Source: an optimization exercise on an open RTL-to-GDS flow (aim: small area and a short achievable clock period). Production flows keep margins and buffers that such runs may drop.
The RTL was checked by simulation tests, not by an equivalence proof against the original design.

Setup of job 4116:
Design FIR1, start of the top module:
module FIR1 (X, clk, Y, reset);
  input  [13:0] X;
  input         clk;
  output [13:0] Y;
  input         reset;
  reg [13:0] d1;
  reg [13:0] d2;
  reg [13:0] d3;
  reg [13:0] d4;
  reg [13:0] d5;
  reg [13:0] d6;
  reg [13:0] d7;
  reg [13:0] d8;
  reg [13:0] d9;
  reg [13:0] d10;
  reg [13:0] d11;
  reg [13:0] d12;
  reg [13:0] d13;
  reg [13:0] d14;
  reg [13:0] d15;
  reg [13:0] d16;
  reg [13:0] d17;
  reg [13:0] d18;
  reg [13:0] d19;
  reg [14:0] q2_0;
  reg [14:0] q2_1;
  reg [14:0] q2_2;
  reg [14:0] q2_3;
  reg [16:0] t2_5;
  reg [29:0] r2a;
  reg [28:0] r2b;
  reg [15:0] r1;
  reg [0:0] r1c;
  reg [11:0] r1ha;
  reg [11:0] r1hb;
  reg [14:0] r1d;
  reg [13:0] Y;
  wire s1 = d17[2] ^ d19[2];
  wire c2 = d17[2] | d19[2];
  wire s3, c4;
  FIR1_fa us3 (~d17[0], d17[3], d19[3], s3, c4);
  wire s5, c6;
  FIR1_fa us5 (d17[4], d19[4], ~d17[1], s5, c6);
  wire s7, c8;
  FIR1_fa us7 (~d17[2], d17[5], d19[5], s7, c8);
  wire s9, c10;
  FIR1_fa us9 (~d17[3], d17[6], d19[6], s9, c10);
  wire s11, c12;
  FIR1_fa us11 (~d17[4], d17[7], d19[7], s11, c12);
  wire s13, c14;
  FIR1_fa us13 (~d17[5], d17[8], d19[8], s13, c14);
  wire s15, c16;
  FIR1_fa us15 (~d17[6], d17[9], d19[9], s15, c16);
  wire s17, c18;
  FIR1_fa us17 (~d17[7], d17[10], d19[10], s17, c18);
  wire s19, c20;
  FIR1_fa us19 (~d17[8], d17[11], d19[11], s19, c20);
  wire s21, c22;
  FIR1_fa us21 (~d17[9], d17[12], d19[12], s21, c22);
  wire s23, c24;
  FIR1_fa us23 (d17[13], d17[10], d19[13], s23, c24);
  wire [16:0] t2_5s = {~d17[13], d17[11], c24, ~c22, ~c20, ~c18, ~c16, ~c14, ~c12, ~c10, ~c8, ~c6, ~c4, ~c2, ~d17[1], ~d19[1], ~d17[0]} + {d17[12], ~d17[12], ~d17[11], s23, ~s21, ~s19, ~s17, ~s15, ~s13, ~s11, ~s9, ~s7, ~s5, ~s3, s1, d17[1], ~d19[0]};
  wire s25, c26;
  ...
Size: roughly 470 flip-flops, roughly 30 I/O pins, about 0.024 mm² of cells after synthesis.
clock: 10.0 ns
lec_check: 0
cap_margin: 20
core_margin: 2
core_utilization: 40
cts_cluster_diameter: 150
cts_cluster_size: 20
slew_margin: 20
synth_hierarchical: 1
synth_minimum_keep_size: 0
standard.sh (not shown) runs the stock make flow with config.mk's settings and CLKGATE_MAP_FILE= SYNTH_SCRIPT=/design/flow/synth_recipe.tcl, a recipe that flattens the netlist after the stock synthesis.
==> flow/flow/run.sh <==
#!/bin/bash
set -euo pipefail
bash standard.sh SETUP_SLACK_MARGIN=6.2 finish > standard_run.log 2>&1
Job 4116: done, clean on timing, DRC and antenna
#### Input delta (job 7801 over job 4116)
# job 4116
export LEC_CHECK = 0
export CAP_MARGIN = 20
export CORE_MARGIN = 2
export CORE_UTILIZATION = 40
export CTS_CLUSTER_DIAMETER = 150
export CTS_CLUSTER_SIZE = 20
export SLEW_MARGIN = 20
export SYNTH_HIERARCHICAL = 1
export SYNTH_MINIMUM_KEEP_SIZE = 0
create_clock -name core_clock -period 10.0 [get_ports {clk}]
# job 7801
export LEC_CHECK = 0
export ABC_AREA = 1
export CAP_MARGIN = 20
export CORE_MARGIN = 2
export CORE_UTILIZATION = 40
export CTS_CLUSTER_DIAMETER = 150
export CTS_CLUSTER_SIZE = 26
export SLEW_MARGIN = 20
export SYNTH_HIERARCHICAL = 1
export SYNTH_MINIMUM_KEEP_SIZE = 0
create_clock -name core_clock -period 10.0 [get_ports {clk}]
==> flow/flow/run.sh <==
#!/bin/bash
set -euo pipefail
bash standard.sh SETUP_SLACK_MARGIN=6.3 "BUFFER_PORTS_ARGS=-buffer_cell sky130_fd_sc_hd__buf_4" finish > standard_run.log 2>&1
Results
Min first-pass GRT wire length across job 7801 and job 4116: job 4116
Taking job 4116 as the reference, in job 7801 fraction of area in clock buffers and inverters dropped 0.42 points; share of synthesized cell area in full adder, half adder and majority cells dropped 0.90 points.
The total clock buffers created by CTS of job 7801 is lower than that of job 4116.
Changes observed in job 7801 relative to job 4116: wire length went up by about 6.5%, distinct cell type count of the synthesized netlist went down 29, final instance area increased by 400 µm² relative to the old numbers, area after synthesis now larger.
Setup changes, job 7801 to job 5652
# job 7801
export LEC_CHECK = 0
export ABC_AREA = 1
export CAP_MARGIN = 20
export CORE_MARGIN = 2
export CORE_UTILIZATION = 40
export CTS_CLUSTER_DIAMETER = 150
export CTS_CLUSTER_SIZE = 26
export SLEW_MARGIN = 20
export SYNTH_HIERARCHICAL = 1
export SYNTH_MINIMUM_KEEP_SIZE = 0
create_clock -name core_clock -period 10.0 [get_ports {clk}]
# job 5652
export LEC_CHECK = 0
export ABC_AREA = 1
export CAP_MARGIN = 20
export CORE_MARGIN = 2
export CORE_UTILIZATION = 40
export CTS_CLUSTER_DIAMETER = 150
export CTS_CLUSTER_SIZE = 20
export SLEW_MARGIN = 20
export SYNTH_HIERARCHICAL = 1
export SYNTH_MINIMUM_KEEP_SIZE = 0
create_clock -name core_clock -period 10.0 [get_ports {clk}]
### Flow results
Job 5652 against job 7801: fraction of area in registers now sits lower, minimum clock period saw an increase, first-iteration DRC count fell 17. Wire length of the first global-routing pass in job 5652 vs job 7801: up 1.7%.
Modified inputs, job 846 compared to job 5652
==> flow/flow/run.sh <==
#!/bin/bash
set -euo pipefail
bash standard.sh SETUP_SLACK_MARGIN=6.5 finish > standard_run.log 2>&1
==> results.txt <==
For cell total after placement, job 846 and job 5652 come out practically identical.
Summary of job 846 over job 5652: detailed-route vias per instance level; total track usage moved up; maximum number of pins on one net before global-route repair moved up; worst setup slack moved up; number of antenna cells inserted moved up.
Job 5652 ended up with fewer cell instances than job 846 did.
Job 5652 → job 846: area occupied by registers stayed essentially flat, shortest period the worst path allows fell by 16 ps, met2 usage rose by 0.20 points.
Input-level comparison between job 405 and job 846:
# job 846
export LEC_CHECK = 0
export ABC_AREA = 1
export CAP_MARGIN = 20
export CORE_MARGIN = 2
export CORE_UTILIZATION = 40
export CTS_CLUSTER_DIAMETER = 150
export CTS_CLUSTER_SIZE = 20
export SLEW_MARGIN = 20
export SYNTH_HIERARCHICAL = 1
export SYNTH_MINIMUM_KEEP_SIZE = 0
create_clock -name core_clock -period 10.0 [get_ports {clk}]
# job 405
export LEC_CHECK = 0
export ABC_AREA = 1
export CAP_MARGIN = 20
export CORE_MARGIN = 2
export CORE_UTILIZATION = 40
export CTS_CLUSTER_DIAMETER = 150
export CTS_CLUSTER_SIZE = 26
export SLEW_MARGIN = 20
export SYNTH_HIERARCHICAL = 1
export SYNTH_MINIMUM_KEEP_SIZE = 0
create_clock -name core_clock -period 10.0 [get_ports {clk}]
==> flow/flow/run.sh <==
#!/bin/bash
set -euo pipefail
bash standard.sh SETUP_SLACK_MARGIN=6.2 "BUFFER_PORTS_ARGS=-buffer_cell sky130_fd_sc_hd__buf_4" finish > standard_run.log 2>&1
Findings:
- Going from job 846 to job 405, the count of clock-buffer cells in the layout was found to have gone down by 10.
- Going from job 846 to job 405, number of fill cells in the layout climbed 84; total wire length decreased by 2.8% relative to the old numbers.
- Taking job 846 as the reference point, the core utilization of job 405 falls by 1.2 points.
- Taking job 846 as the reference point, the total number of cells along the worst setup path of job 405 falls by 1.
- met5 as the highest signal layer in the routed design was reported by job 846, and met4 by job 405.
- In the reports for job 846 and job 405, the smaller overall fraction of global-route tracks in use belongs to job 405.
- Job 405 vs. job 846: final critical-path setup slack decreased by 63 ps relative to the old numbers, met1 wire length higher.
Relative to job 405, the following input files were edited for job 9759:
# job 405
export LEC_CHECK = 0
export ABC_AREA = 1
export CAP_MARGIN = 20
export CORE_MARGIN = 2
export CORE_UTILIZATION = 40
export CTS_CLUSTER_DIAMETER = 150
export CTS_CLUSTER_SIZE = 26
export SLEW_MARGIN = 20
export SYNTH_HIERARCHICAL = 1
export SYNTH_MINIMUM_KEEP_SIZE = 0
create_clock -name core_clock -period 10.0 [get_ports {clk}]
# job 9759
export LEC_CHECK = 0
export ABC_AREA = 1
export CAP_MARGIN = 20
export CORE_MARGIN = 2
export CORE_UTILIZATION = 40
export CTS_CLUSTER_DIAMETER = 150
export CTS_CLUSTER_SIZE = 20
export SLEW_MARGIN = 20
export SYNTH_HIERARCHICAL = 1
export SYNTH_MINIMUM_KEEP_SIZE = 0
create_clock -name core_clock -period 10.0 [get_ports {clk}]
==> flow/flow/run.sh <==
#!/bin/bash
set -euo pipefail
bash standard.sh SETUP_SLACK_MARGIN=6.3 finish > standard_run.log 2>&1
Findings:
- No stage failed in job 9759, and the final checks on the layout all came back clean.
- Maximum frequency: job 9759 higher than job 405
- Final cell area: job 9759 above job 405
- Summary — fraction of area in registers, job 9759 relative to job 405: lower, by 0.75 points.
- Relative to job 405, overall fraction of global-route tracks in use has increased by 0.17 points in job 9759.
- On job 9759: critical path depth is 1 higher than what job 405 gave.
- Number of endpoints failing setup at the final stage came out exactly the same in job 9759 and job 405.

-- afterwards: timing with drivers on the ports --
Ports are ideal in the flow. The routed layouts listed here were re-timed in OpenROAD. Step 1: set_driving_cell puts a clkbuf_16 on clk and a buf_2 on each other input, an assumption about the parent block. Step 2 also shifts input and output timing later by t, the mid clock arrival at the registers, as if the neighbouring blocks saw the same clock. Three values: ideal, step 1, step 2; two values: the first two.
run	t (ns)	setup WS [ns]	worst setup path at the end
job 4116	0.624	6.146 / 6.161 / 5.537	input to register
job 7801	0.617	6.377 / 6.377 / 6.001	input to register
job 5652	0.638	6.361 / 6.361 / 5.985	input to register
job 846	0.639	6.377 / 6.377 / 6.071	input to register
job 405	0.615	6.314 / 6.314 / 6.002	input to register
job 9759	0.637	6.380 / 6.380 / 5.784	input to register
After both steps setup and hold are still met in every run listed. The setup slack of job 4116, which loses most, moves by +0.015 ns with the drivers and by -0.609 ns with both steps.
